From an optimization exercise on the open Yosys and OpenROAD flow, aimed at small area; shortcuts taken in it are not production practice.
In this exercise RTL edits were held to simulation tests only and were not proved equivalent to the original.
No run shown here takes its clock network from TritonCTS; it comes from the design's own scripts or RTL.
No driver is modelled on the clock port, so clock power and skew are understated where the tree is cut down; a real chip needs a root buffer or a tree.
Power figures rest on the tool's default switching activity, not on a simulated workload.

==> flow/design.v <==
module MultMan(
  input         clock,
  input         reset,
  input         io_rstn,
  input         io_data_rdy,
  input  [9:0]  io_mult1,
  input  [9:0]  io_mult2,
  output        io_res_rdy,
  output [19:0] io_res
);
  reg [89:0] a;
  reg [89:0] b;
  reg [19:0] res;
  reg v1n, v2, v3n, v4, v5n, v6, v7n, v8, v9n, v10;
  wire clr, clrn;
  ClearDecode u_clr(.reset(reset), .rstn(io_rstn), .clr(clr), .clrn(clrn));
  wire v1n_d, v2_d, v3n_d, v4_d, v5n_d, v6_d, v7n_d, v8_d, v9n_d, v10_d, gn;
  Nand2 u_v1 (.a(io_data_rdy), .b(clrn), .y(v1n_d));
  Nor2  u_v2 (.a(clr), .b(v1n), .y(v2_d));
  Nand2 u_v3 (.a(v2), .b(clrn), .y(v3n_d));
  Nor2  u_v4 (.a(clr), .b(v3n), .y(v4_d));
  Nand2 u_v5 (.a(v4), .b(clrn), .y(v5n_d));
  Nor2  u_v6 (.a(clr), .b(v5n), .y(v6_d));
  Nand2 u_v7 (.a(v6), .b(clrn), .y(v7n_d));
  Nor2  u_v8 (.a(clr), .b(v7n), .y(v8_d));
  Nand2 u_v9 (.a(v8), .b(clrn), .y(v9n_d));
  Nor2  u_v10(.a(clr), .b(v9n), .y(v10_d));
  Inv   u_gn (.a(v10_d), .y(gn));
  wire [19:0] pn, res_d;
  wire pn_0_0;
  Nand2 u_pn_0_0(.a(a[80]), .b(b[80]), .y(pn_0_0));
  wire pn_0_1;
  Nand2 u_pn_0_1(.a(a[80]), .b(b[81]), .y(pn_0_1));
  wire pn_0_2;
  Nand2 u_pn_0_2(.a(a[80]), .b(b[82]), .y(pn_0_2));
  wire pn_0_3;
  Nand2 u_pn_0_3(.a(a[80]), .b(b[83]), .y(pn_0_3));
  wire pn_0_4;
  Nand2 u_pn_0_4(.a(a[80]), .b(b[84]), .y(pn_0_4));
  wire pn_0_5;
  Nand2 u_pn_0_5(.a(a[80]), .b(b[85]), .y(pn_0_5));
  wire pn_0_6;
  Nand2 u_pn_0_6(.a(a[80]), .b(b[86]), .y(pn_0_6));
  wire pn_0_7;
  Nand2 u_pn_0_7(.a(a[80]), .b(b[87]), .y(pn_0_7));
  wire pn_0_8;
  Nand2 u_pn_0_8(.a(a[80]), .b(b[88]), .y(pn_0_8));
  wire pn_0_9;
  Nand2 u_pn_0_9(.a(a[80]), .b(b[89]), .y(pn_0_9));
  wire pn_1_0;
  Nand2 u_pn_1_0(.a(a[81]), .b(b[80]), .y(pn_1_0));
  wire pn_1_1;
  Nand2 u_pn_1_1(.a(a[81]), .b(b[81]), .y(pn_1_1));
  wire pn_1_2;
  Nand2 u_pn_1_2(.a(a[81]), .b(b[82]), .y(pn_1_2));
  wire pn_1_3;
  Nand2 u_pn_1_3(.a(a[81]), .b(b[83]), .y(pn_1_3));
  wire pn_1_4;
  Nand2 u_pn_1_4(.a(a[81]), .b(b[84]), .y(pn_1_4));
  wire pn_1_5;
  Nand2 u_pn_1_5(.a(a[81]), .b(b[85]), .y(pn_1_5));
  wire pn_1_6;
  Nand2 u_pn_1_6(.a(a[81]), .b(b[86]), .y(pn_1_6));
  wire pn_1_7;
  Nand2 u_pn_1_7(.a(a[81]), .b(b[87]), .y(pn_1_7));
  wire pn_1_8;
  Nand2 u_pn_1_8(.a(a[81]), .b(b[88]), .y(pn_1_8));
  wire pn_1_9;
  Nand2 u_pn_1_9(.a(a[81]), .b(b[89]), .y(pn_1_9));
  wire pn_2_0;
  Nand2 u_pn_2_0(.a(a[82]), .b(b[80]), .y(pn_2_0));
  wire pn_2_1;
  Nand2 u_pn_2_1(.a(a[82]), .b(b[81]), .y(pn_2_1));
  wire pn_2_2;
  Nand2 u_pn_2_2(.a(a[82]), .b(b[82]), .y(pn_2_2));
  wire pn_2_3;
  Nand2 u_pn_2_3(.a(a[82]), .b(b[83]), .y(pn_2_3));
  wire pn_2_4;
  Nand2 u_pn_2_4(.a(a[82]), .b(b[84]), .y(pn_2_4));
  wire pn_2_5;
  Nand2 u_pn_2_5(.a(a[82]), .b(b[85]), .y(pn_2_5));
  wire pn_2_6;
  Nand2 u_pn_2_6(.a(a[82]), .b(b[86]), .y(pn_2_6));
  wire pn_2_7;
  Nand2 u_pn_2_7(.a(a[82]), .b(b[87]), .y(pn_2_7));
  wire pn_2_8;
  Nand2 u_pn_2_8(.a(a[82]), .b(b[88]), .y(pn_2_8));
  wire pn_2_9;
  Nand2 u_pn_2_9(.a(a[82]), .b(b[89]), .y(pn_2_9));
  wire pn_3_0;
  Nand2 u_pn_3_0(.a(a[83]), .b(b[80]), .y(pn_3_0));
  wire pn_3_1;
  Nand2 u_pn_3_1(.a(a[83]), .b(b[81]), .y(pn_3_1));
  wire pn_3_2;
  Nand2 u_pn_3_2(.a(a[83]), .b(b[82]), .y(pn_3_2));
  wire pn_3_3;
  Nand2 u_pn_3_3(.a(a[83]), .b(b[83]), .y(pn_3_3));
  wire pn_3_4;
  Nand2 u_pn_3_4(.a(a[83]), .b(b[84]), .y(pn_3_4));
  wire pn_3_5;
  Nand2 u_pn_3_5(.a(a[83]), .b(b[85]), .y(pn_3_5));
  wire pn_3_6;
  Nand2 u_pn_3_6(.a(a[83]), .b(b[86]), .y(pn_3_6));
  wire pn_3_7;
  Nand2 u_pn_3_7(.a(a[83]), .b(b[87]), .y(pn_3_7));
  wire pn_3_8;
  Nand2 u_pn_3_8(.a(a[83]), .b(b[88]), .y(pn_3_8));
  wire pn_3_9;
  Nand2 u_pn_3_9(.a(a[83]), .b(b[89]), .y(pn_3_9));
  wire pn_4_0;
  Nand2 u_pn_4_0(.a(a[84]), .b(b[80]), .y(pn_4_0));
  wire pn_4_1;
  Nand2 u_pn_4_1(.a(a[84]), .b(b[81]), .y(pn_4_1));
  wire pn_4_2;
  Nand2 u_pn_4_2(.a(a[84]), .b(b[82]), .y(pn_4_2));
  wire pn_4_3;
  Nand2 u_pn_4_3(.a(a[84]), .b(b[83]), .y(pn_4_3));
  wire pn_4_4;
  Nand2 u_pn_4_4(.a(a[84]), .b(b[84]), .y(pn_4_4));
  wire pn_4_5;
  Nand2 u_pn_4_5(.a(a[84]), .b(b[85]), .y(pn_4_5));
  wire pn_4_6;
  Nand2 u_pn_4_6(.a(a[84]), .b(b[86]), .y(pn_4_6));
  wire pn_4_7;
  Nand2 u_pn_4_7(.a(a[84]), .b(b[87]), .y(pn_4_7));
  wire pn_4_8;
  Nand2 u_pn_4_8(.a(a[84]), .b(b[88]), .y(pn_4_8));
  wire pn_4_9;
  Nand2 u_pn_4_9(.a(a[84]), .b(b[89]), .y(pn_4_9));
  wire pn_5_0;
  Nand2 u_pn_5_0(.a(a[85]), .b(b[80]), .y(pn_5_0));
  wire pn_5_1;
  Nand2 u_pn_5_1(.a(a[85]), .b(b[81]), .y(pn_5_1));
  wire pn_5_2;
  Nand2 u_pn_5_2(.a(a[85]), .b(b[82]), .y(pn_5_2));
  wire pn_5_3;
  Nand2 u_pn_5_3(.a(a[85]), .b(b[83]), .y(pn_5_3));
  wire pn_5_4;
  Nand2 u_pn_5_4(.a(a[85]), .b(b[84]), .y(pn_5_4));
  wire pn_5_5;
  Nand2 u_pn_5_5(.a(a[85]), .b(b[85]), .y(pn_5_5));
  wire pn_5_6;
  Nand2 u_pn_5_6(.a(a[85]), .b(b[86]), .y(pn_5_6));
  wire pn_5_7;
  Nand2 u_pn_5_7(.a(a[85]), .b(b[87]), .y(pn_5_7));
  wire pn_5_8;
  Nand2 u_pn_5_8(.a(a[85]), .b(b[88]), .y(pn_5_8));
  wire pn_5_9;
  Nand2 u_pn_5_9(.a(a[85]), .b(b[89]), .y(pn_5_9));
  wire pn_6_0;
  Nand2 u_pn_6_0(.a(a[86]), .b(b[80]), .y(pn_6_0));
  wire pn_6_1;
  Nand2 u_pn_6_1(.a(a[86]), .b(b[81]), .y(pn_6_1));
  wire pn_6_2;
  Nand2 u_pn_6_2(.a(a[86]), .b(b[82]), .y(pn_6_2));
  wire pn_6_3;
  Nand2 u_pn_6_3(.a(a[86]), .b(b[83]), .y(pn_6_3));
  wire pn_6_4;
  Nand2 u_pn_6_4(.a(a[86]), .b(b[84]), .y(pn_6_4));
  wire pn_6_5;
  Nand2 u_pn_6_5(.a(a[86]), .b(b[85]), .y(pn_6_5));
  wire pn_6_6;
  Nand2 u_pn_6_6(.a(a[86]), .b(b[86]), .y(pn_6_6));
  wire pn_6_7;
  Nand2 u_pn_6_7(.a(a[86]), .b(b[87]), .y(pn_6_7));
  wire pn_6_8;
  Nand2 u_pn_6_8(.a(a[86]), .b(b[88]), .y(pn_6_8));
  wire pn_6_9;
  Nand2 u_pn_6_9(.a(a[86]), .b(b[89]), .y(pn_6_9));
  wire pn_7_0;
  Nand2 u_pn_7_0(.a(a[87]), .b(b[80]), .y(pn_7_0));
  wire pn_7_1;
  Nand2 u_pn_7_1(.a(a[87]), .b(b[81]), .y(pn_7_1));
  wire pn_7_2;
  Nand2 u_pn_7_2(.a(a[87]), .b(b[82]), .y(pn_7_2));
  wire pn_7_3;
  Nand2 u_pn_7_3(.a(a[87]), .b(b[83]), .y(pn_7_3));
  wire pn_7_4;
  Nand2 u_pn_7_4(.a(a[87]), .b(b[84]), .y(pn_7_4));
  wire pn_7_5;
  Nand2 u_pn_7_5(.a(a[87]), .b(b[85]), .y(pn_7_5));
  wire pn_7_6;
  Nand2 u_pn_7_6(.a(a[87]), .b(b[86]), .y(pn_7_6));
  wire pn_7_7;
  Nand2 u_pn_7_7(.a(a[87]), .b(b[87]), .y(pn_7_7));
  wire pn_7_8;
  Nand2 u_pn_7_8(.a(a[87]), .b(b[88]), .y(pn_7_8));
  wire pn_7_9;
  Nand2 u_pn_7_9(.a(a[87]), .b(b[89]), .y(pn_7_9));
  wire pn_8_0;
  Nand2 u_pn_8_0(.a(a[88]), .b(b[80]), .y(pn_8_0));
  wire pn_8_1;
  Nand2 u_pn_8_1(.a(a[88]), .b(b[81]), .y(pn_8_1));
  wire pn_8_2;
  Nand2 u_pn_8_2(.a(a[88]), .b(b[82]), .y(pn_8_2));
  wire pn_8_3;
  Nand2 u_pn_8_3(.a(a[88]), .b(b[83]), .y(pn_8_3));
  wire pn_8_4;
  Nand2 u_pn_8_4(.a(a[88]), .b(b[84]), .y(pn_8_4));
  wire pn_8_5;
  Nand2 u_pn_8_5(.a(a[88]), .b(b[85]), .y(pn_8_5));
  wire pn_8_6;
  Nand2 u_pn_8_6(.a(a[88]), .b(b[86]), .y(pn_8_6));
  wire pn_8_7;
  Nand2 u_pn_8_7(.a(a[88]), .b(b[87]), .y(pn_8_7));
  wire pn_8_8;
  Nand2 u_pn_8_8(.a(a[88]), .b(b[88]), .y(pn_8_8));
  wire pn_8_9;
  Nand2 u_pn_8_9(.a(a[88]), .b(b[89]), .y(pn_8_9));
  wire pn_9_0;
  Nand2 u_pn_9_0(.a(a[89]), .b(b[80]), .y(pn_9_0));
  wire pn_9_1;
  Nand2 u_pn_9_1(.a(a[89]), .b(b[81]), .y(pn_9_1));
  wire pn_9_2;
  Nand2 u_pn_9_2(.a(a[89]), .b(b[82]), .y(pn_9_2));
  wire pn_9_3;
  Nand2 u_pn_9_3(.a(a[89]), .b(b[83]), .y(pn_9_3));
  wire pn_9_4;
  Nand2 u_pn_9_4(.a(a[89]), .b(b[84]), .y(pn_9_4));
  wire pn_9_5;
  Nand2 u_pn_9_5(.a(a[89]), .b(b[85]), .y(pn_9_5));
  wire pn_9_6;
  Nand2 u_pn_9_6(.a(a[89]), .b(b[86]), .y(pn_9_6));
  wire pn_9_7;
  Nand2 u_pn_9_7(.a(a[89]), .b(b[87]), .y(pn_9_7));
  wire pn_9_8;
  Nand2 u_pn_9_8(.a(a[89]), .b(b[88]), .y(pn_9_8));
  wire pn_9_9;
  Nand2 u_pn_9_9(.a(a[89]), .b(b[89]), .y(pn_9_9));
  wire hsn0;
  Xnor2 u_hsn0(.a(pn_0_1), .b(pn_1_0), .y(hsn0));
  wire hcn0;
  Or2 u_hcn0(.a(pn_0_1), .b(pn_1_0), .y(hcn0));
  wire hsn1;
  Xnor2 u_hsn1(.a(pn_0_2), .b(pn_1_1), .y(hsn1));
  wire hcn1;
  Or2 u_hcn1(.a(pn_0_2), .b(pn_1_1), .y(hcn1));
  wire fsn0, fcn0;
  FullAdd u_fsn0(.a(pn_2_0), .b(hsn1), .c(hcn0), .s(fsn0), .co(fcn0));
  wire hsn2;
  Xnor2 u_hsn2(.a(pn_0_3), .b(pn_1_2), .y(hsn2));
  wire hcn2;
  Or2 u_hcn2(.a(pn_0_3), .b(pn_1_2), .y(hcn2));
  wire fsn1, fcn1;
  FullAdd u_fsn1(.a(pn_2_1), .b(pn_3_0), .c(hsn2), .s(fsn1), .co(fcn1));
  wire fsn2, fcn2;
  FullAdd u_fsn2(.a(hcn1), .b(fcn0), .c(fsn1), .s(fsn2), .co(fcn2));
  wire hsn3;
  Xnor2 u_hsn3(.a(pn_0_4), .b(pn_1_3), .y(hsn3));
  wire hcn3;
  Or2 u_hcn3(.a(pn_0_4), .b(pn_1_3), .y(hcn3));
  wire fsn3, fcn3;
  FullAdd u_fsn3(.a(pn_2_2), .b(pn_3_1), .c(pn_4_0), .s(fsn3), .co(fcn3));
  wire fsn4, fcn4;
  FullAdd u_fsn4(.a(hsn3), .b(hcn2), .c(fsn3), .s(fsn4), .co(fcn4));
  wire fsn5, fcn5;
  FullAdd u_fsn5(.a(fcn1), .b(fsn4), .c(fcn2), .s(fsn5), .co(fcn5));
  wire hsn4;
  Xnor2 u_hsn4(.a(pn_0_5), .b(pn_1_4), .y(hsn4));
  wire hcn4;
  Or2 u_hcn4(.a(pn_0_5), .b(pn_1_4), .y(hcn4));
  wire fsn6, fcn6;
  FullAdd u_fsn6(.a(pn_2_3), .b(pn_3_2), .c(pn_4_1), .s(fsn6), .co(fcn6));
  wire fsn7, fcn7;
  FullAdd u_fsn7(.a(pn_5_0), .b(hsn4), .c(hcn3), .s(fsn7), .co(fcn7));
  wire fsn8, fcn8;
  FullAdd u_fsn8(.a(fcn3), .b(fsn6), .c(fsn7), .s(fsn8), .co(fcn8));
  wire fsn9, fcn9;
  FullAdd u_fsn9(.a(fcn4), .b(fsn8), .c(fcn5), .s(fsn9), .co(fcn9));
  wire hsn5;
  Xnor2 u_hsn5(.a(pn_0_6), .b(pn_1_5), .y(hsn5));
  wire hcn5;
  Or2 u_hcn5(.a(pn_0_6), .b(pn_1_5), .y(hcn5));
  wire fsn10, fcn10;
  FullAdd u_fsn10(.a(pn_2_4), .b(pn_3_3), .c(pn_4_2), .s(fsn10), .co(fcn10));
  wire fsn11, fcn11;
  FullAdd u_fsn11(.a(pn_5_1), .b(pn_6_0), .c(hsn5), .s(fsn11), .co(fcn11));
  wire fsn12, fcn12;
  FullAdd u_fsn12(.a(hcn4), .b(fcn6), .c(fsn10), .s(fsn12), .co(fcn12));
  wire fsn13, fcn13;
  FullAdd u_fsn13(.a(fcn7), .b(fsn11), .c(fsn12), .s(fsn13), .co(fcn13));
  wire fsn14, fcn14;
  FullAdd u_fsn14(.a(fcn8), .b(fsn13), .c(fcn9), .s(fsn14), .co(fcn14));
  wire hsn6;
  Xnor2 u_hsn6(.a(pn_0_7), .b(pn_1_6), .y(hsn6));
  wire hcn6;
  Or2 u_hcn6(.a(pn_0_7), .b(pn_1_6), .y(hcn6));
  wire fsn15, fcn15;
  FullAdd u_fsn15(.a(pn_2_5), .b(pn_3_4), .c(pn_4_3), .s(fsn15), .co(fcn15));
  wire fsn16, fcn16;
  FullAdd u_fsn16(.a(pn_5_2), .b(pn_6_1), .c(pn_7_0), .s(fsn16), .co(fcn16));
  wire fsn17, fcn17;
  FullAdd u_fsn17(.a(hsn6), .b(hcn5), .c(fcn10), .s(fsn17), .co(fcn17));
  wire fsn18, fcn18;
  FullAdd u_fsn18(.a(fsn15), .b(fsn16), .c(fcn11), .s(fsn18), .co(fcn18));
  wire fsn19, fcn19;
  FullAdd u_fsn19(.a(fcn12), .b(fsn17), .c(fsn18), .s(fsn19), .co(fcn19));
  wire fsn20, fcn20;
  FullAdd u_fsn20(.a(fcn13), .b(fsn19), .c(fcn14), .s(fsn20), .co(fcn20));
  wire hsn7;
  Xnor2 u_hsn7(.a(pn_0_8), .b(pn_1_7), .y(hsn7));
  wire hcn7;
  Or2 u_hcn7(.a(pn_0_8), .b(pn_1_7), .y(hcn7));
  wire fsn21, fcn21;
  FullAdd u_fsn21(.a(pn_2_6), .b(pn_3_5), .c(pn_4_4), .s(fsn21), .co(fcn21));
  wire fsn22, fcn22;
  FullAdd u_fsn22(.a(pn_5_3), .b(pn_6_2), .c(pn_7_1), .s(fsn22), .co(fcn22));
  wire fsn23, fcn23;
  FullAdd u_fsn23(.a(pn_8_0), .b(hsn7), .c(hcn6), .s(fsn23), .co(fcn23));
  wire fsn24, fcn24;
  FullAdd u_fsn24(.a(fcn15), .b(fcn16), .c(fsn21), .s(fsn24), .co(fcn24));
  wire fsn25, fcn25;
  FullAdd u_fsn25(.a(fsn22), .b(fsn23), .c(fcn17), .s(fsn25), .co(fcn25));
  wire fsn26, fcn26;
  FullAdd u_fsn26(.a(fsn24), .b(fcn18), .c(fsn25), .s(fsn26), .co(fcn26));
  wire fsn27, fcn27;
  FullAdd u_fsn27(.a(fcn19), .b(fsn26), .c(fcn20), .s(fsn27), .co(fcn27));
  wire hsn8;
  Xnor2 u_hsn8(.a(pn_0_9), .b(pn_1_8), .y(hsn8));
  wire hcn8;
  Or2 u_hcn8(.a(pn_0_9), .b(pn_1_8), .y(hcn8));
  wire fsn28, fcn28;
  FullAdd u_fsn28(.a(pn_2_7), .b(pn_3_6), .c(pn_4_5), .s(fsn28), .co(fcn28));
  wire fsn29, fcn29;
  FullAdd u_fsn29(.a(pn_5_4), .b(pn_6_3), .c(pn_7_2), .s(fsn29), .co(fcn29));
  wire fsn30, fcn30;
  FullAdd u_fsn30(.a(pn_8_1), .b(pn_9_0), .c(hsn8), .s(fsn30), .co(fcn30));
  wire fsn31, fcn31;
  FullAdd u_fsn31(.a(hcn7), .b(fcn21), .c(fcn22), .s(fsn31), .co(fcn31));
  wire fsn32, fcn32;
  FullAdd u_fsn32(.a(fsn28), .b(fsn29), .c(fcn23), .s(fsn32), .co(fcn32));
  wire fsn33, fcn33;
  FullAdd u_fsn33(.a(fsn30), .b(fcn24), .c(fsn31), .s(fsn33), .co(fcn33));
  wire fsn34, fcn34;
  FullAdd u_fsn34(.a(fsn32), .b(fcn25), .c(fsn33), .s(fsn34), .co(fcn34));
  wire fsn35, fcn35;
  FullAdd u_fsn35(.a(fcn26), .b(fsn34), .c(fcn27), .s(fsn35), .co(fcn35));
  wire hsn9;
  Xnor2 u_hsn9(.a(pn_1_9), .b(pn_2_8), .y(hsn9));
  wire hcn9;
  Or2 u_hcn9(.a(pn_1_9), .b(pn_2_8), .y(hcn9));
  wire fsn36, fcn36;
  FullAdd u_fsn36(.a(pn_3_7), .b(pn_4_6), .c(pn_5_5), .s(fsn36), .co(fcn36));
  wire fsn37, fcn37;
  FullAdd u_fsn37(.a(pn_6_4), .b(pn_7_3), .c(pn_8_2), .s(fsn37), .co(fcn37));
  wire fsn38, fcn38;
  FullAdd u_fsn38(.a(pn_9_1), .b(hsn9), .c(hcn8), .s(fsn38), .co(fcn38));
  wire fsn39, fcn39;
  FullAdd u_fsn39(.a(fcn28), .b(fcn29), .c(fsn36), .s(fsn39), .co(fcn39));
  wire fsn40, fcn40;
  FullAdd u_fsn40(.a(fsn37), .b(fcn30), .c(fsn38), .s(fsn40), .co(fcn40));
  wire fsn41, fcn41;
  FullAdd u_fsn41(.a(fcn31), .b(fsn39), .c(fcn32), .s(fsn41), .co(fcn41));
  wire fsn42, fcn42;
  FullAdd u_fsn42(.a(fsn40), .b(fcn33), .c(fsn41), .s(fsn42), .co(fcn42));
  wire fsn43, fcn43;
  FullAdd u_fsn43(.a(fcn34), .b(fsn42), .c(fcn35), .s(fsn43), .co(fcn43));
  wire fsn44, fcn44;
  FullAdd u_fsn44(.a(pn_2_9), .b(pn_3_8), .c(pn_4_7), .s(fsn44), .co(fcn44));
  wire fsn45, fcn45;
  FullAdd u_fsn45(.a(pn_5_6), .b(pn_6_5), .c(pn_7_4), .s(fsn45), .co(fcn45));
  wire fsn46, fcn46;
  FullAdd u_fsn46(.a(pn_8_3), .b(pn_9_2), .c(hcn9), .s(fsn46), .co(fcn46));
  wire fsn47, fcn47;
  FullAdd u_fsn47(.a(fcn36), .b(fcn37), .c(fsn44), .s(fsn47), .co(fcn47));
  wire fsn48, fcn48;
  FullAdd u_fsn48(.a(fsn45), .b(fcn38), .c(fsn46), .s(fsn48), .co(fcn48));
  wire fsn49, fcn49;
  FullAdd u_fsn49(.a(fcn39), .b(fsn47), .c(fcn40), .s(fsn49), .co(fcn49));
  wire fsn50, fcn50;
  FullAdd u_fsn50(.a(fsn48), .b(fcn41), .c(fsn49), .s(fsn50), .co(fcn50));
  wire fsn51, fcn51;
  FullAdd u_fsn51(.a(fcn42), .b(fsn50), .c(fcn43), .s(fsn51), .co(fcn51));
  wire fsn52, fcn52;
  FullAdd u_fsn52(.a(pn_3_9), .b(pn_4_8), .c(pn_5_7), .s(fsn52), .co(fcn52));
  wire fsn53, fcn53;
  FullAdd u_fsn53(.a(pn_6_6), .b(pn_7_5), .c(pn_8_4), .s(fsn53), .co(fcn53));
  wire fsn54, fcn54;
  FullAdd u_fsn54(.a(pn_9_3), .b(fcn44), .c(fcn45), .s(fsn54), .co(fcn54));
  wire fsn55, fcn55;
  FullAdd u_fsn55(.a(fsn52), .b(fsn53), .c(fcn46), .s(fsn55), .co(fcn55));
  wire fsn56, fcn56;
  FullAdd u_fsn56(.a(fcn47), .b(fsn54), .c(fcn48), .s(fsn56), .co(fcn56));
  wire fsn57, fcn57;
  FullAdd u_fsn57(.a(fsn55), .b(fcn49), .c(fsn56), .s(fsn57), .co(fcn57));
  wire fsn58, fcn58;
  FullAdd u_fsn58(.a(fcn50), .b(fsn57), .c(fcn51), .s(fsn58), .co(fcn58));
  wire fsn59, fcn59;
  FullAdd u_fsn59(.a(pn_4_9), .b(pn_5_8), .c(pn_6_7), .s(fsn59), .co(fcn59));
  wire fsn60, fcn60;
  FullAdd u_fsn60(.a(pn_7_6), .b(pn_8_5), .c(pn_9_4), .s(fsn60), .co(fcn60));
  wire fsn61, fcn61;
  FullAdd u_fsn61(.a(fcn52), .b(fcn53), .c(fsn59), .s(fsn61), .co(fcn61));
  wire fsn62, fcn62;
  FullAdd u_fsn62(.a(fsn60), .b(fcn54), .c(fsn61), .s(fsn62), .co(fcn62));
  wire fsn63, fcn63;
  FullAdd u_fsn63(.a(fcn55), .b(fsn62), .c(fcn56), .s(fsn63), .co(fcn63));
  wire fsn64, fcn64;
  FullAdd u_fsn64(.a(fcn57), .b(fsn63), .c(fcn58), .s(fsn64), .co(fcn64));
  wire fsn65, fcn65;
  FullAdd u_fsn65(.a(pn_5_9), .b(pn_6_8), .c(pn_7_7), .s(fsn65), .co(fcn65));
  wire fsn66, fcn66;
  FullAdd u_fsn66(.a(pn_8_6), .b(pn_9_5), .c(fcn59), .s(fsn66), .co(fcn66));
  wire fsn67, fcn67;
  FullAdd u_fsn67(.a(fcn60), .b(fsn65), .c(fcn61), .s(fsn67), .co(fcn67));
  wire fsn68, fcn68;
  FullAdd u_fsn68(.a(fsn66), .b(fcn62), .c(fsn67), .s(fsn68), .co(fcn68));
  wire fsn69, fcn69;
  FullAdd u_fsn69(.a(fsn68), .b(fcn63), .c(fcn64), .s(fsn69), .co(fcn69));
  wire fsn70, fcn70;
  FullAdd u_fsn70(.a(pn_6_9), .b(pn_7_8), .c(pn_8_7), .s(fsn70), .co(fcn70));
  wire fsn71, fcn71;
  FullAdd u_fsn71(.a(pn_9_6), .b(fcn65), .c(fsn70), .s(fsn71), .co(fcn71));
  wire fsn72, fcn72;
  FullAdd u_fsn72(.a(fcn66), .b(fsn71), .c(fcn67), .s(fsn72), .co(fcn72));
  wire fsn73, fcn73;
  FullAdd u_fsn73(.a(fsn72), .b(fcn68), .c(fcn69), .s(fsn73), .co(fcn73));
  wire fsn74, fcn74;
  FullAdd u_fsn74(.a(pn_7_9), .b(pn_8_8), .c(pn_9_7), .s(fsn74), .co(fcn74));
  wire fsn75, fcn75;
  FullAdd u_fsn75(.a(fcn70), .b(fsn74), .c(fcn71), .s(fsn75), .co(fcn75));
  wire fsn76, fcn76;
  FullAdd u_fsn76(.a(fsn75), .b(fcn72), .c(fcn73), .s(fsn76), .co(fcn76));
  wire fsn77, fcn77;
  FullAdd u_fsn77(.a(pn_8_9), .b(pn_9_8), .c(fcn74), .s(fsn77), .co(fcn77));
  wire fsn78, fcn78;
  FullAdd u_fsn78(.a(fsn77), .b(fcn75), .c(fcn76), .s(fsn78), .co(fcn78));
  wire fsn79, fcn79;
  FullAdd u_fsn79(.a(pn_9_9), .b(fcn77), .c(fcn78), .s(fsn79), .co(fcn79));
  assign pn = {fcn79, fsn79, fsn78, fsn76, fsn73, fsn69, fsn64, fsn58, fsn51, fsn43, fsn35, fsn27, fsn20, fsn14, fsn9, fsn5, fsn2, fsn0, hsn0, pn_0_0};
  genvar k;
  generate
    for (k = 0; k < 20; k = k + 1) begin : g_res
      Nor2 u_res(.a(pn[k]), .b(gn), .y(res_d[k]));
    end
  endgenerate
  always @(posedge clock) begin
    a <= {a[79:0], io_mult1};
    b <= {b[79:0], io_mult2};
    v1n <= v1n_d;
    v2  <= v2_d;
    v3n <= v3n_d;
    v4  <= v4_d;
    v5n <= v5n_d;
    v6  <= v6_d;
    v7n <= v7n_d;
    v8  <= v8_d;
    v9n <= v9n_d;
    v10 <= v10_d;
    res <= res_d;
  end
  assign io_res_rdy = v10;
  assign io_res = res;
endmodule
module ClearDecode(
  input  reset,
  input  rstn,
  output clr,
  output clrn
);
  assign clrn = rstn & ~reset;
  assign clr  = ~clrn;
endmodule
module FullAdd(
  input  a,
  input  b,
  input  c,
  output s,
  output co
);
  assign s  = a ^ b ^ c;
  assign co = (a & b) | (c & (a ^ b));
endmodule
module Nand2(input a, input b, output y);
  assign y = ~(a & b);
endmodule
module Nor2(input a, input b, output y);
  assign y = ~(a | b);
endmodule
module Or2(input a, input b, output y);
  assign y = a | b;
endmodule
module Xnor2(input a, input b, output y);
  assign y = ~(a ^ b);
endmodule
module Inv(input a, output y);
  assign y = ~a;
endmodule
==> flow/flow/run.sh <==
#!/bin/bash
# Own flow: the standard layout, with the smallest buffer on the ports and
# a two-level clock tree (flow/mycts.tcl) in place of TritonCTS: compact groups
# of at most MYCTS_CAP flip-flops, one leaf buffer each, one root buffer.
set -euo pipefail
export PRE_CTS_TCL="$PWD/flow/mycts.tcl"
export MYCTS_CAP=12
export MYCTS_LEAF=sky130_fd_sc_hd__clkbuf_4
export MYCTS_ROOT=sky130_fd_sc_hd__clkbuf_8
export MYCTS_BIG=sky130_fd_sc_hd__clkbuf_8
export MYCTS_SLEW=0.120
export MYCTS_LATE='res*'
export MYCTS_LATE_BUF=sky130_fd_sc_hd__clkbuf_2
bash standard.sh \
  "BUFFER_PORTS_ARGS=-buffer_cell sky130_fd_sc_hd__buf_1" \
  finish > standard.log 2>&1
==> flow/flow/mycts.tcl <==
# Clock tree for a design with one clock and a few hundred flip-flops: the
# flip-flops are split into compact groups of at most MYCTS_CAP (balanced,
# capacity-limited k-means on their placed positions), each group gets one
# leaf clock buffer at its centre, and one root buffer at the centre of the
# leaves drives all of them from the clock port.  Flip-flops named by
# MYCTS_LATE get their own leaves behind one extra buffer, a later clock edge
# for the registers at the end of the design's longest register-to-register
# path.  Sourced as PRE_CTS_TCL; it replaces clock_tree_synthesis for the
# rest of the CTS step.


# Capacity-limited k-means of sinks {iterm x y} into groups of at most cap.
# Returns {centroids assignment}.
proc mycts_cluster { sinks cap } {
  set n [llength $sinks]
  set k [expr {int(ceil(double($n) / $cap))}]
  puts "mycts: $n sinks, $k leaf buffers of at most $cap"

  # start: horizontal bands of equal count, each cut into runs along x
  set rows [expr {max(1, int(round(sqrt($k))))}]
  set by_y [lsort -integer -index 2 $sinks]
  set cent {}
  set per_row [expr {int(ceil(double($k) / $rows))}]
  set left $k
  set start 0
  for {set r 0} {$r < $rows} {incr r} {
    set kr [expr {min($per_row, $left)}]
    set left [expr {$left - $kr}]
    set cnt [expr {$r == $rows - 1 ? $n - $start : $kr * $cap * $n / ($k * $cap)}]
    set band [lsort -integer -index 1 [lrange $by_y $start [expr {$start + $cnt - 1}]]]
    set start [expr {$start + $cnt}]
    set bn [llength $band]
    for {set c 0} {$c < $kr} {incr c} {
      set lo [expr {$c * $bn / $kr}]
      set hi [expr {($c + 1) * $bn / $kr - 1}]
      set sx 0; set sy 0; set m 0
      foreach s [lrange $band $lo $hi] {
        incr sx [lindex $s 1]; incr sy [lindex $s 2]; incr m
      }
      lappend cent [list [expr {$sx / max($m,1)}] [expr {$sy / max($m,1)}]]
    }
  }
  set k [llength $cent]

  # capacity-limited k-means
  for {set iter 0} {$iter < 30} {incr iter} {
    set pairs {}
    for {set i 0} {$i < $n} {incr i} {
      set s [lindex $sinks $i]
      for {set j 0} {$j < $k} {incr j} {
        set c [lindex $cent $j]
        lappend pairs [list [expr {abs([lindex $s 1] - [lindex $c 0]) + abs([lindex $s 2] - [lindex $c 1])}] $i $j]
      }
    }
    set pairs [lsort -integer -index 0 $pairs]
    set assign [lrepeat $n -1]
    set count [lrepeat $k 0]
    set done 0
    foreach p $pairs {
      lassign $p d i j
      if {[lindex $assign $i] >= 0 || [lindex $count $j] >= $cap} { continue }
      lset assign $i $j
      lset count $j [expr {[lindex $count $j] + 1}]
      incr done
      if {$done == $n} { break }
    }
    set sx [lrepeat $k 0]; set sy [lrepeat $k 0]
    for {set i 0} {$i < $n} {incr i} {
      set j [lindex $assign $i]
      lset sx $j [expr {[lindex $sx $j] + [lindex $sinks $i 1]}]
      lset sy $j [expr {[lindex $sy $j] + [lindex $sinks $i 2]}]
    }
    set new {}
    for {set j 0} {$j < $k} {incr j} {
      set m [lindex $count $j]
      if {$m > 0} {
        lappend new [list [expr {[lindex $sx $j] / $m}] [expr {[lindex $sy $j] / $m}]]
      } else {
        lappend new [lindex $cent $j]
      }
    }
    if {$new eq $cent} { break }
    set cent $new
  }
  puts "mycts: k-means stopped after $iter rounds, group sizes $count"

  return [list $cent $assign]
}

proc mycts_place { inst master x y } {
  $inst setLocation [expr {$x - [$master getWidth] / 2}] [expr {$y - [$master getHeight] / 2}]
  $inst setPlacementStatus PLACED
}

proc mycts_clock_net { block name } {
  set net [odb::dbNet_create $block $name]
  $net setSigType CLOCK
  return $net
}

# Build the leaves of one group of sinks under driver net drv; returns the
# leaf centres.  Leaf nets are named clknet_leaf_<n>, counted on from next.
proc mycts_leaves { block sinks cap master drv next_var } {
  upvar $next_var next
  lassign [mycts_cluster $sinks $cap] cent assign
  set nets {}
  foreach c $cent {
    set b [odb::dbInst_create $block $master clkbuf_leaf_$next]
    mycts_place $b $master {*}$c
    set lnet [mycts_clock_net $block clknet_leaf_$next]
    [$b findITerm A] connect $drv
    [$b findITerm X] connect $lnet
    lappend nets $lnet
    incr next
  }
  for {set i 0} {$i < [llength $sinks]} {incr i} {
    set it [lindex $sinks $i 0]
    $it disconnect
    $it connect [lindex $nets [lindex $assign $i]]
  }
  return $cent
}

proc mycts_centre { pts } {
  set x 0; set y 0
  foreach p $pts { incr x [lindex $p 0]; incr y [lindex $p 1] }
  return [list [expr {$x / [llength $pts]}] [expr {$y / [llength $pts]}]]
}

proc mycts_build { } {
  set block [ord::get_db_block]
  set db [ord::get_db]
  set cap $::env(MYCTS_CAP)
  set leaf_master [$db findMaster $::env(MYCTS_LEAF)]
  set root_master [$db findMaster $::env(MYCTS_ROOT)]
  set clk_net [[$block findBTerm clock] getNet]

  # sinks whose instance name matches MYCTS_LATE get their clock through one
  # more buffer (MYCTS_LATE_BUF)
  set sinks {}
  set late {}
  foreach it [$clk_net getITerms] {
    set inst [$it getInst]
    set bb [$inst getBBox]
    set s [list $it [expr {([$bb xMin] + [$bb xMax]) / 2}]       [expr {([$bb yMin] + [$bb yMax]) / 2}]]
    if { [info exists ::env(MYCTS_LATE)] && [string match $::env(MYCTS_LATE) [$inst getName]] } {
      lappend late $s
    } else {
      lappend sinks $s
    }
  }

  set root [odb::dbInst_create $block $root_master clkbuf_root]
  set rnet [mycts_clock_net $block clknet_root]
  set next 0
  set cent [mycts_leaves $block $sinks $cap $leaf_master $rnet next]
  if { [llength $late] > 0 } {
    set lmaster [$db findMaster $::env(MYCTS_LATE_BUF)]
    set lbuf [odb::dbInst_create $block $lmaster clkbuf_late]
    set lnet [mycts_clock_net $block clknet_late]
    set lcent [mycts_leaves $block $late $cap $leaf_master $lnet next]
    set lc [mycts_centre $lcent]
    mycts_place $lbuf $lmaster {*}$lc
    [$lbuf findITerm A] connect $rnet
    [$lbuf findITerm X] connect $lnet
    lappend cent $lc
    puts "mycts: [llength $late] late sinks under [llength $lcent] leaves"
  }
  mycts_place $root $root_master {*}[mycts_centre $cent]
  [$root findITerm A] connect $clk_net
  [$root findITerm X] connect $rnet
  $clk_net setSigType CLOCK
  global_connect
  set_propagated_clock [all_clocks]

  # a leaf whose flip-flops would see too slow a clock edge gets a stronger
  # buffer
  if { [info exists ::env(MYCTS_BIG)] } {
    set big [$db findMaster $::env(MYCTS_BIG)]
    estimate_parasitics -placement
    for {set j 0} {$j < $next} {incr j} {
      set worst 0
      foreach p [get_pins -of_objects [get_nets clknet_leaf_$j] -filter "direction==input"] {
        set worst [expr {max($worst, [get_property $p slew_max])}]
      }
      if { $worst > $::env(MYCTS_SLEW) } {
        puts "mycts: leaf $j slew $worst, using $::env(MYCTS_BIG)"
        [$block findInst clkbuf_leaf_$j] swapMaster $big
      }
    }
  }
}

rename clock_tree_synthesis orfs_clock_tree_synthesis
proc clock_tree_synthesis { args } {
  mycts_build
}
==> flow/standard.sh <==
#!/bin/bash
# synth_recipe.tcl (not shown) runs the flow's synth.tcl, then flattens the netlist and writes it again
# the make line also repeats each setting of config.mk as NAME=value (left out here)
make -C /OpenROAD-flow-scripts/flow DESIGN_CONFIG=/design/flow/config.mk WORK_HOME=/design/flow/orfs CLKGATE_MAP_FILE= SYNTH_SCRIPT=/design/flow/synth_recipe.tcl "${@:-finish}"
==> flow/config.mk <==
export PLATFORM = sky130hd
export DESIGN_NAME = MultMan
export DESIGN_NICKNAME = MultMan
export VERILOG_FILES = /design/flow/design.v
export SDC_FILE = /design/flow/constraint.sdc
export NUM_CORES = 4
export LEC_CHECK = 0
export CAP_MARGIN = 20
export CORE_MARGIN = 2
export CORE_UTILIZATION = 60
export GPL_TIMING_DRIVEN = 0
export PLACE_DENSITY = 0.7
export SLEW_MARGIN = 20
export SYNTH_HIERARCHICAL = 1
==> flow/constraint.sdc <==
create_clock -name core_clock -period 8.0 [get_ports {clock}]
set_input_delay 1.6000 -clock core_clock [delete_from_list [all_inputs] [get_ports {clock}]]
set_output_delay 1.6000 -clock core_clock [all_outputs]
set_load 0.01 [all_outputs]
==> results of run 1 <==
==> Yosys stat by module, one instance, submodules excluded, a selection <==
module / cell area [µm²] / flip-flops and latches / cells / times used
FullAdd: 20.0 / 0 / 1 / 80
ClearDecode: 12.5 / 0 / 2 / 1
Xnor2: 8.76 / 0 / 1 / 10
Or2: 6.26 / 0 / 1 / 10
Nand2: 3.75 / 0 / 1 / 105
Inv: 3.75 / 0 / 1 / 1
Nor2: 3.75 / 0 / 1 / 25
==> critical path: stages (launching register included) <==
cell     delay [ps]
dfxtp_1         620
nand2_1         150
fa_1            550
fa_1            440
fa_1            420
fa_1            400
fa_1            410
fa_1            400
fa_1            410
fa_1            400
fa_1            430
fa_1            400
fa_1            380
fa_1            390
fa_1            390
fa_1            390
fa_1            390
fa_1            390
fa_1            490
nor2_1           40
==> power by group through the flow <==
| stage | Sequential [W] | Combinational [W] | Clock, W |
|---|---|---|---|
| 2_1_floorplan | 0.00113 | 0.000268 | 0 |
| 3_3_place_gp | 0.00114 | 0.000324 | 0 |
| 3_5_place_dp | 0.00114 | 0.000337 | 0 |
| 4_1_cts | 0.00112 | 0.000337 | 0.000451 |
| 5_1_grt | 0.00113 | 0.000388 | 0.000486 |
| 6_report | 0.00112 | 0.000326 | 0.000426 |
==> placed cells by master (no fill, tap or decap) <==
master,instances
nand2_1,105
inv_1,1
nor2_1,25
dfxtp_2,7
xnor2_1,10
buf_1,44
nand2b_1,1
clkbuf_4,14
dfxtp_1,203
fa_1,80
clkbuf_2,1
or2_1,10
nor2b_1,1
clkbuf_8,5
==> cell families (layout without fill, tap and decap cells) <==
group                      after synthesis  count (layout)  share of synthesized area
buffers and inverters                    1              65                   0.000581
xor gates and xnor gates                10              10                     0.0136
and+or+nand+nor                        142             142                     0.0872
DFF                                    210             210                      0.651
adders and majority gates               80              80                      0.248
==> cells in the mapped netlist <==
cell / number
nor2_1: 25
nor2b_1: 1
fa_1: 80
xnor2_1: 10
nand2_1: 105
nand2b_1: 1
or2_1: 10
dfxtp_1: 210
inv_1: 1
==> metrics by stage <==
stage / std cells / utilization / setup slack (ps) / hold slack, ps
2_1_floorplan: 443 / - / 469 / 310
3_3_place_gp: 623 / 0.655 / -25.7 / 310
3_5_place_dp: 623 / 0.655 / -51.5 / 312
4_1_cts: 643 / 0.673 / 156 / 297
5_1_grt: 643 / 0.673 / 18.6 / 300
6_report: 643 / 0.673 / 225 / 293
==> area by class of cell <==
cell class                 count  area (µm²)  share of cell area
sequential                   210        4210               0.603
multi-input combinational    232        2250               0.323
buffer                        20         179              0.0256
tap                          136         170              0.0244
timing repair buffer          44         165              0.0237
inverter                       1        3.75            0.000538
==> how the worst min path moves through the flow <==
stage / slack (ps) / start / endpoint
finish: 290 / b[3] / b[13]
global placement: 310 / a[15] / a[25]
floorplan: 310 / a[0] / a[10]
CTS: 300 / a[33] / a[43]
detailed placement: 310 / a[20] / a[30]
global route: 300 / a[14] / a[24]
==> routing by layer <==
metal | track usage | share of wire
met5 | 0 | 0
met4 | 0.0394 | 0.022
met3 | 0.0278 | 0.053
met2 | 0.311 | 0.50
met1 | 0.223 | 0.43
==> repair_timing <==
action	4_1_cts	5_1_grt
setup endpoints to repair	0	1
resized for setup	0	7
setup buffers	0	0
==> run summary, run 1 <==
Synth Instances = 443
Routed wire length = 9130 µm
GPL Wtd Cong = 0.847
Status = finished clean
Port bufs = 44
Slew Limit Fails = 0
Gate power share = 0.174
Initial Utilization = 0.623
Ys Warns = 7
Hold path depth = 0
Worst-Margin Slew = 704 ps
Clock Pin Slew Worst Setup and Hold Paths = 120 ps
# diodes = 0
Total power = 0.00187 W
Reg-to-Reg Start = a[83]
Slew margin rel. = 0.530
Final TNS setup = 0 ps
Via Count = 3103
Peak VDD IR = 179 µV
Fraction of layout cells with a size suffix above 1 = 0.0533
Min-delay worst type = reg -> reg
Drt first pass iters = 4
Fmax = 129 MHz
Clk pwr share = 0.227
Setup crit start kind = flop
Gr usage total = 0.174
Netlist cell types = 9
FF+latch count, synth = 210
DRC = 0
Flop2flop setup slack = 220 ps
Worst Path Required = 8490 ps
Routed Antenna Nets = 0
DPL Wire Length = 6380 µm
Sequential share of power = 0.598
Max-cap viol count = 0
Final Hold Viols = 0
P&R area growth vs syn = 8.10%
Cell Int Power = 0.00139 W
Minimum clock period = 7780 ps
Synth Cell Area = 6460 µm²
Clk latency of the worst-skew pair = 620 ps
CP Capture Type = flop
Row Count = 37
Post-CTS Hold Fix Bufs = 0
Skew final = 215 ps
Number of I/O pins = 45
Final period utilization = 0.972
CP Data Arrival Time = 8270 ps
Leak = 2.64 nW
Post-route cell area = 6980 µm²
Fill count = 756
Crit path to = res[18]
Net switching power = 0.000478 W
Antenna violations before repair = 0
Synth Net Count = 547
Setup violators final = 0
Largest area contributor in the netlist = dfxtp_1
PD cells = 268 nW/µm²
Vias in the first global route = 3411
1st-iter DRT viols = 90
Core Box Area = 10400 µm²
Final #Nets = 613
Routed vias/inst = 4.83
Worst Setup SP = a[83]
Largest net degree at the start of global routing = 21
Biggest regs = a (90), b (90), res (20)
Grt total ovfl = 0
Worst r2r dst = res[18]
RSZ-0062 raised after global routing = false
Crit Path Class = reg -> reg
Die height = 108 µm
Worst Reg-to-Reg Cells = 19
First-pass GRT wire length = 15900 µm
Synth area leaders = dfxtp_1 (65%), fa_1 (25%), nand2_1 (6.1%)
Mapped Avg Cell Area = 14.6 µm²
Post-synthesis sequential area ratio = 0.651
Switching share of power = 0.255
Max Fanout on Critical Path = 10
Placed Area = 6800 µm²
Synth top area share = 0.651
Chip width = 108 µm
DR WL/cell = 14.2 µm
Die footprint = 11600 µm²
==> inputs of run 2 (changes only) <==
--- a/flow/flow/run.sh
+++ b/flow/flow/run.sh
@@ -10,7 +10,7 @@
 export MYCTS_BIG=sky130_fd_sc_hd__clkbuf_8
 export MYCTS_SLEW=0.120
 export MYCTS_LATE='res*'
-export MYCTS_LATE_BUF=sky130_fd_sc_hd__clkbuf_2
+export MYCTS_LATE_BUF=sky130_fd_sc_hd__clkbuf_1
 bash standard.sh \
   "BUFFER_PORTS_ARGS=-buffer_cell sky130_fd_sc_hd__buf_1" \
   finish > standard.log 2>&1
==> run summary, run 2 <==
Status = finished clean
Cell Int Power = 0.00139 W
Ys flop type = dfxtp_1
Netlist cell types = 9
Critical-path cell list = nand2_1 -> or2_1 -> fa_1 -> fa_1 -> fa_1 -> fa_1 -> fa_1 -> fa_1 -> fa_1 -> fa_1 -> fa_1 -> fa_1 -> fa_1 -> fa_1 -> fa_1 -> fa_1 -> fa_1 -> fa_1 -> fa_1 -> nor2_1
Met2 wire length = 4550 µm
Clk latency of the worst-skew pair = 710 ps
Post-synth top cells = dfxtp_1 (210), nand2_1 (105), fa_1 (80)
Core Box Area = 10400 µm²
Peak VDD IR = 179 µV
Chip width = 108 µm
Row Count = 37
Clk pwr share = 0.227
Clock Pin Slew Worst Setup and Hold Paths = 120 ps
Max-cap viol count = 0
Routed vias/inst = 4.82
Top-count cell post-synth = dfxtp_1
Flop2flop setup slack = 230 ps
Vias in the first global route = 3411
Slew Limit Fails = 0
Commonest non-fill, non-tap cell in the layout = dfxtp_1
Synth area leaders = dfxtp_1 (65%), fa_1 (25%), nand2_1 (6.1%)
Setup crit start kind = flop
Routed Antenna Nets = 0
Routed wire length = 9070 µm
GPL Wtd Cong = 0.847
Gr usage total = 0.174
Port bufs = 44
RSZ-0062 raised after global routing = false
First-pass GRT wire length = 15900 µm
DRT met1 WL = 3900 µm
Pre-CTS setup slack = -51.5 ps
Gate power share = 0.174
DPL Wire Length = 6380 µm
DRC = 0
Final period utilization = 0.971
P&R area growth vs syn = 7.94%
Final Util = 0.672
CP Data Arrival Time = 8360 ps
Worst Path Required = 8590 ps
Largest net degree at the start of global routing = 21
Number of I/O pins = 45
DR WL met3 = 424 µm
Die height = 108 µm
Sequential share of power = 0.599
Fill count = 753
# diodes = 0
Top routing layer in use = met4
FF+latch count, synth = 210
Synth Instances = 443
Worst path most repeated cell = fa_1
CP max-delay cell = dfxtp_1
Via Count = 3097
Number of gates resized after cts = 0
Fmax = 129 MHz
Setup violators final = 0
Final Hold Viols = 0
Net switching power = 0.000477 W
Asr flop ratio synth = 0
Most frequent cells in the layout = dfxtp_1 (210), nand2_1 (105), fa_1 (80), buf_1 (44), nor2_1 (25)
Synth top area share = 0.651
Drt first pass iters = 4
Multi-input gate area = 2250 µm²
Minimum clock period = 7770 ps
1st-iter DRT viols = 88
Die footprint = 11600 µm²
Switching share of power = 0.255
Worst-Margin Slew = 707 ps
Max stage delay on crit path = 610 ps
Slew margin rel. = 0.528
Max Fanout on Critical Path = 10
Post-route setup slack = 232 ps
Fraction of layout cells with a size suffix above 1 = 0.0375
EDFF count, synth = 0
PD cells = 268 nW/µm²
CP Capture Type = flop
DR WL/cell = 14.1 µm
Biggest regs = a (90), b (90), res (20)
Crit Path Class = reg -> reg
Post-CTS Hold Fix Bufs = 0
Post-synthesis sequential area ratio = 0.651
Reg area = 4200 µm²
Initial Utilization = 0.623
Largest area contributor in the netlist = dfxtp_1
Synth Net Count = 547
Ys Warns = 7
Final #Nets = 613
Skew final = 314 ps
Leak = 2.63 nW
Grt total ovfl = 0
Synth Cell Area = 6460 µm²
# Post-CTS Setup Buffers = 0
Antenna violations before repair = 0
Min-delay worst type = reg -> reg
Mapped Avg Cell Area = 14.6 µm²
-- run 2: critical path, delay by kind of cell, from the launching register on --
family	cells	cell delay, ps
fa+ha+maj	17	6880
flops	1	610
simple gates	3	450
-- run 2: kinds of logic after synthesis --
logic type / share of synthesized area
buffers and inverters: 0.000581
DFF: 0.651
xor gates and xnor gates: 0.0136
adders and majority gates: 0.248
and+or+nand+nor: 0.0872
-- run 2: metal layers --
layer,vias to the layer above,track usage
met3,16,0.0278
met4,0,0.0394
met5,-,0
met2,74,0.311
li1,1465,-
met1,1542,0.223
-- run 2: worst paths after layout --
| path | start | to | cells after the start |
|---|---|---|---|
| worst max-delay path | b[81] | res[18] | 20 |
| worst min-delay path | b[3] | b[13] | 0 |
| worst max register to register | b[81] | res[18] | 20 |
| worst min register to register | b[3] | b[13] | 0 |
-- run 2: modules after synthesis (local to each module, per instance) --
module / cells inside / copies in the design / cell area, µm²
MultMan: 210 / 1 / 4200
FullAdd: 1 / 80 / 20.0
ClearDecode: 2 / 1 / 12.5
Xnor2: 1 / 10 / 8.76
Or2: 1 / 10 / 6.26
Inv: 1 / 1 / 3.75
Nand2: 1 / 105 / 3.75
Nor2: 1 / 25 / 3.75
-- run 2: power groups by stage --
stage | Sequential (W) | Combinational (W) | Clock [W]
after floorplan | 0.00113 | 0.000268 | 0
after global routing | 0.00113 | 0.000388 | 0.000484
final | 0.00112 | 0.000326 | 0.000424
after detailed placement | 0.00114 | 0.000337 | 0
after global placement | 0.00114 | 0.000324 | 0
after CTS | 0.00112 | 0.000337 | 0.000449
-- run 2: layout make-up --
| class | count | area share |
|---|---|---|
| buffer | 20 | 0.0255 |
| inverter | 1 | 0.000538 |
| multi-input combinational | 232 | 0.323 |
| sequential | 210 | 0.603 |
| tap | 136 | 0.0244 |
| timing repair buffer | 44 | 0.0237 |
-- run 2: per-stage QoR --
stage	instances	TNS (ps)	hold WS, ps	instance area (µm²)	total power [W]
final	643	0	293	6970	0.00187
after global routing	643	0	300	6970	0.00200
after CTS	643	0	297	6970	0.00191
after detailed placement	623	-51.5	312	6800	0.00148
after global placement	623	-25.7	310	6800	0.00147
after floorplan	443	0	310	6460	0.00140
==> inputs of run 3 (changes only) <==
--- a/flow/flow/run.sh
+++ b/flow/flow/run.sh
@@ -4,9 +4,9 @@
 # of at most MYCTS_CAP flip-flops, one leaf buffer each, one root buffer.
 set -euo pipefail
 export PRE_CTS_TCL="$PWD/flow/mycts.tcl"
-export MYCTS_CAP=12
+export MYCTS_CAP=13
 export MYCTS_LEAF=sky130_fd_sc_hd__clkbuf_4
-export MYCTS_ROOT=sky130_fd_sc_hd__clkbuf_8
+export MYCTS_ROOT=sky130_fd_sc_hd__clkbuf_4
 export MYCTS_BIG=sky130_fd_sc_hd__clkbuf_8
 export MYCTS_SLEW=0.120
 export MYCTS_LATE='res*'
==> run summary, run 3 <==
Status = finished clean
Mapped Avg Cell Area = 14.6 µm²
Die height = 108 µm
Worst Path Required = 8690 ps
DRC = 0
Drt first pass iters = 4
Worst Reg-to-Reg Cells = 19
Synth area leaders = dfxtp_1 (65%), fa_1 (25%), nand2_1 (6.1%)
Largest net degree at the start of global routing = 21
Routed vias/inst = 4.83
Peak VDD IR = 182 µV
Placed Area = 6800 µm²
Slew Limit Fails = 0
Final period utilization = 0.970
Grt total ovfl = 0
Clk pwr share = 0.216
Worst Hold Path EP = a[86]
Synth Net Count = 547
Largest area contributor in the netlist = dfxtp_1
EDFF count, synth = 0
Antenna violations before repair = 1
Reg-to-Reg Start = a[82]
Ys flop type = dfxtp_1
Post-route cell area = 6960 µm²
Worst r2r dst = res[18]
Switching share of power = 0.255
Minimum clock period = 7760 ps
DPL Wire Length = 6380 µm
First-pass GRT wire length = 15800 µm
Leak = 2.62 nW
FF+latch count, synth = 210
Vias in the first global route = 3390
Synth top area share = 0.651
Max-cap viol count = 0
Top-count cell post-synth = dfxtp_1
RSZ-0062 raised after global routing = false
Via Count = 3103
Netlist cell types = 9
Commonest non-fill, non-tap cell in the layout = dfxtp_1
Max Fanout on Critical Path = 10
Min-delay worst type = reg -> reg
Die footprint = 11600 µm²
GPL Wtd Cong = 0.847
Core Box Area = 10400 µm²
PD cells = 265 nW/µm²
Skew final = 293 ps
Worst-Margin Slew = 687 ps
CP Capture Type = flop
Fraction of layout cells with a size suffix above 1 = 0.0375
Post-synthesis sequential area ratio = 0.651
Final #Nets = 612
Biggest regs = a (90), b (90), res (20)
Net switching power = 0.000471 W
Routed Antenna Nets = 0
Final Hold Viols = 0
1st-iter DRT viols = 107
Port bufs = 44
Asr flop ratio synth = 0
Min-Delay Startpoint = a[76]
Gate power share = 0.177
Flop2flop setup slack = 240 ps
P&R area growth vs syn = 7.69%
Hold path depth = 0
Setup crit start kind = flop
Number of I/O pins = 45
Clk latency of the worst-skew pair = 810 ps
Fmax = 129 MHz
Clock Pin Slew Worst Setup and Hold Paths = 110 ps
Most frequent cells in the layout = dfxtp_1 (209), nand2_1 (105), fa_1 (80), buf_1 (44), nor2_1 (25)
DR WL/cell = 14.1 µm
Post-synth top cells = dfxtp_1 (210), nand2_1 (105), fa_1 (80)
Final TNS setup = 0 ps
Cell Int Power = 0.00137 W
Synth Cell Area = 6460 µm²
CP Data Arrival Time = 8450 ps
Gr usage total = 0.173
Chip width = 108 µm
Ys Warns = 7
Setup violators final = 0
Sequential share of power = 0.607
Synth Instances = 443
Row Count = 37
Routed wire length = 9040 µm
Slew margin rel. = 0.541
Initial Utilization = 0.623
Crit Path Class = reg -> reg
-- run 3: worst max-delay path, cell delays in order, from the launching register on --
cell,delay (ps)
dfxtp_1,620
nand2_1,150
fa_1,580
fa_1,440
fa_1,420
fa_1,400
fa_1,410
fa_1,390
fa_1,420
fa_1,400
fa_1,430
fa_1,400
fa_1,380
fa_1,390
fa_1,390
fa_1,390
fa_1,390
fa_1,390
fa_1,490
nor2_1,40
-- run 3: metal layers --
metal / GRT usage / wire length [µm] / part of all wire
met5: 0 / 0 / 0
met4: 0.0440 / 275 / 0.030
met3: 0.0285 / 507 / 0.056
met2: 0.304 / 4460 / 0.49
met1: 0.224 / 3800 / 0.42
-- run 3: final cells by class --
cell class	count	area [µm²]
Antenna cell	1	2.50
Buffer	19	158
Fill cell	751	3410
Inverter	1	3.75
Multi-Input combinational cell	232	2250
Sequential cell	210	4210
Tap cell	136	170
Timing Repair Buffer	44	165
-- run 3: cell families after synthesis --
group / count (synthesis) / share of synthesized area
XOR/XNOR: 10 / 0.0136
adder cells (fa/ha/maj): 80 / 0.248
buffers and inverters: 1 / 0.000581
flip-flops: 210 / 0.651
AND/OR/NAND/NOR: 142 / 0.0872
-- run 3: power groups by stage --
| stage | logic [W] | clock network (W) | registers (W) |
|---|---|---|---|
| after floorplan | 0.000268 | 0 | 0.00113 |
| after global placement | 0.000324 | 0 | 0.00114 |
| after detailed placement | 0.000337 | 0 | 0.00114 |
| after CTS | 0.000337 | 0.000425 | 0.00112 |
| after global routing | 0.000388 | 0.000463 | 0.00113 |
| final | 0.000326 | 0.000399 | 0.00112 |
-- run 3: repair_timing --
action                                  CTS  global route
hold endpoints to repair                  0             0
hold buffers                              0             0
setup buffers                             0             0
endpoints found under the setup margin    0             1
resized for setup                         0             1
-- run 3: per-module statistics from Yosys, one instance, submodules excluded --
module / cells / times used
Inv: 1 / 1
MultMan: 210 / 1
Or2: 1 / 10
Nor2: 1 / 25
ClearDecode: 2 / 1
FullAdd: 1 / 80
Xnor2: 1 / 10
Nand2: 1 / 105
-- run 3: worst max-delay path by stage --
stage / startpoint / to / slack (ps) / depth (start not counted)
3_5_place_dp: b[82] / res[18] / -50 / 20
2_1_floorplan: a[81] / res[18] / 470 / 20
3_3_place_gp: b[82] / res[18] / -30 / 20
6_report: a[82] / res[18] / 240 / 19
5_1_grt: a[81] / res[18] / 2 / 20
4_1_cts: a[80] / res[18] / 260 / 20
-- run 3: stage by stage --
step | hold WS [ps] | util | setup slack, ps | cells | total power, W
detailed placement | 312 | 0.655 | -51.5 | 623 | 0.00148
finish | 301 | 0.671 | 241 | 643 | 0.00185
floorplan | 310 | - | 469 | 443 | 0.00140
global route | 309 | 0.671 | 1.95 | 643 | 0.00198
CTS | 296 | 0.670 | 260 | 642 | 0.00188
global placement | 310 | 0.655 | -25.7 | 623 | 0.00147
==> inputs of run 4 (changes only) <==
--- a/flow/config.mk
+++ b/flow/config.mk
@@ -7,8 +7,8 @@
 export LEC_CHECK = 0
 export CAP_MARGIN = 20
 export CORE_MARGIN = 2
-export CORE_UTILIZATION = 60
+export CORE_UTILIZATION = 75
 export GPL_TIMING_DRIVEN = 0
-export PLACE_DENSITY = 0.7
+export PLACE_DENSITY = 0.85
 export SLEW_MARGIN = 20
 export SYNTH_HIERARCHICAL = 1
==> run summary, run 4 <==
Clk latency of the worst-skew pair = 800 ps
Status = finished clean
Drt first pass iters = 5
Ys flop type = dfxtp_1
Final #Nets = 612
Routed vias/inst = 5.29
Asr flop ratio synth = 0
DPL Wire Length = 7040 µm
DR WL/cell = 15.9 µm
Leak = 2.62 nW
Final period utilization = 0.969
Port bufs = 44
Via Count = 3232
Setup crit start kind = flop
Biggest regs = a (90), b (90), res (20)
Crit Path Class = reg -> reg
Gr usage total = 0.209
Antenna violations before repair = 0
Flop2flop setup slack = 250 ps
PD cells = 267 nW/µm²
Slew margin rel. = 0.540
Fmax = 129 MHz
1st-iter DRT viols = 129
Max Fanout on Critical Path = 10
Synth top area share = 0.651
RSZ-0062 raised after global routing = false
Worst-Margin Slew = 690 ps
Simple logic cell fraction of the synthesized area = 0.0872
Largest area contributor in the netlist = dfxtp_1
Core Box Area = 8300 µm²
Ys Warns = 7
CP Capture Type = flop
Post-CTS Hold Fix Bufs = 0
Total power = 0.00185 W
Die footprint = 9370 µm²
Die height = 96.8 µm
WHS = 291 ps
Max-cap viol count = 0
Post-Synth Adder-Cell Area = 0.248
GPL Wtd Cong = 0.871
Vias in the first global route = 3581
Mapped Avg Cell Area = 14.6 µm²
Post-synthesis mux area share = 0
Post-synth top cells = dfxtp_1 (210), nand2_1 (105), fa_1 (80)
Min-delay worst type = reg -> reg
Worst Path Required = 8640 ps
Most frequent cells in the layout = dfxtp_1 (204), nand2_1 (105), fa_1 (80), buf_1 (44), nor2_1 (25)
Clock Pin Slew Worst Setup and Hold Paths = 110 ps
Setup violators final = 0
Synth Net Count = 547
Worst Setup SP = a[82]
Fraction of layout cells with a size suffix above 1 = 0.0474
Netlist cell types = 9
Chip width = 96.8 µm
Slew Limit Fails = 0
Top-count cell post-synth = dfxtp_1
DRC = 0
Synth Cell Area = 6460 µm²
P&R area growth vs syn = 7.15%
Skew final = 300 ps
Initial Utilization = 0.778
Largest net degree at the start of global routing = 21
Main combinational cell family by area after synthesis = adder cells
Number of I/O pins = 45
Commonest non-fill, non-tap cell in the layout = dfxtp_1
Grt total ovfl = 0
Routed Antenna Nets = 0
Post-synthesis sequential area ratio = 0.651
Routed wire length = 9700 µm
XOR/XNOR share of the synthesized area = 0.0136
Min-Delay Startpoint = b[20]
First-pass GRT wire length = 15900 µm
Reg-to-Reg Start = a[82]
CP Data Arrival Time = 8390 ps
Row Count = 33
Synth area leaders = dfxtp_1 (65%), fa_1 (25%), nand2_1 (6.1%)
Minimum clock period = 7750 ps
EDFF count, synth = 0
Synth Instances = 443
FF+latch count, synth = 210
Synth Area in Compound Gates = 0
Final Hold Viols = 0
# diodes = 0
Peak VDD IR = 227 µV
## run 4: cell counts after synthesis
No cell type changed its count.
## run 4: per-module statistics from Yosys (local to each module, per instance)
module / flops+latches / cell area, µm²
Nand2: 0 / 3.75
Inv: 0 / 3.75
Or2: 0 / 6.26
FullAdd: 0 / 20.0
Xnor2: 0 / 8.76
Nor2: 0 / 3.75
ClearDecode: 0 / 12.5
MultMan: 210 / 4200
## run 4: per-stage QoR
stage / instance area, µm² / std cells / TNS, ps / setup slack (ps) / util
finish: 6920 / 611 / 0 / 249 / 0.834
global route: 6920 / 611 / 0 / 37.5 / 0.834
CTS: 6910 / 611 / 0 / 153 / 0.833
detailed placement: 6760 / 592 / -108 / -108 / 0.814
global placement: 6760 / 592 / 0 / 8.75 / 0.814
floorplan: 6460 / 443 / 0 / 469 / -
## run 4: path summary, 6_finish.rpt
| path | endpoint | depth (start not counted) |
|---|---|---|
| max reg2reg | res[18] | 19 |
| min | b[30] | 0 |
| min reg2reg | b[30] | 0 |
| max | res[18] | 19 |
## run 4: where the power goes
group	internal [W]	switching (W)
sequential	0.00109	0.0000282
clock	0.000121	0.000273
combinational	0.000162	0.000171
## run 4: critical path, cell delays in order, from the launching register on
cell	delay, ps
dfxtp_1	610
nand2_1	150
fa_1	570
fa_1	430
fa_1	420
fa_1	400
fa_1	410
fa_1	400
fa_1	390
fa_1	420
fa_1	410
fa_1	390
fa_1	380
fa_1	390
fa_1	390
fa_1	390
fa_1	390
fa_1	390
fa_1	500
nor2_1	40
## run 4: logic make-up (layout without fill, tap and decap cells)
family        count (synthesis)  count (layout)
simple gates                142             142
fa+ha+maj                    80              80
flops                       210             210
xor+xnor                     10              10
buf+inv                       1              64
## run 4: cell type report
| class | count | area (µm²) |
|---|---|---|
| sequential | 210 | 4210 |
| multi-input combinational | 232 | 2250 |
| fill | 387 | 1380 |
| timing repair buffer | 44 | 165 |
| buffer | 19 | 158 |
| tap | 105 | 131 |
| inverter | 1 | 3.75 |
## run 4: repair_timing
item / 4_1_cts / 5_1_grt
endpoints found under the setup margin: 0 / 2
gates resized for setup: 0 / 6
setup buffers: 0 / 0
## run 4: layer usage
metal,GRT usage,part of all wire,wire length [µm]
met5,0,0,0
met4,0.0997,0.037,356
met3,0.0311,0.064,619
met2,0.382,0.52,5080
met1,0.242,0.38,3650

-- afterwards: timing with drivers on the ports --
How much do the figures lean on ideal ports? The routed layouts below were timed once more, with nothing changed but the port constraints.
Step 1: set_driving_cell puts a clkbuf_16 on clock and a buf_2 on each other input, an assumption about the parent block.
Step 2, shift: input delay + t, output delay - t, t = (earliest + latest rising clock arrival at the registers) / 2. This alone moves slack from input paths to output paths.
Slacks: ideal ports / drivers / drivers and shift; pairs: ideal ports / drivers.
run | t, ns | setup WS [ns] | hold WS [ns] | clock arrival spread, ns | worst slew at a driven data input, ns
run 1 | 0.534 | 0.225 / 0.225 / 0.225 | 0.293 / 0.293 / 0.293 | 0.220 / 0.219 | 0.04
run 2 | 0.583 | 0.232 / 0.232 / 0.232 | 0.293 / 0.293 / 0.293 | 0.317 / 0.317 | 0.04
run 3 | 0.695 | 0.241 / 0.241 / 0.241 | 0.301 / 0.301 / 0.301 | 0.293 / 0.293 | 0.04
run 4 | 0.676 | 0.249 / 0.249 / 0.249 | 0.291 / 0.291 / 0.291 | 0.306 / 0.306 | 0.04
Clock arrivals are far apart in run 2 and run 4, so t is only a midpoint there and step 2 fits no single register.
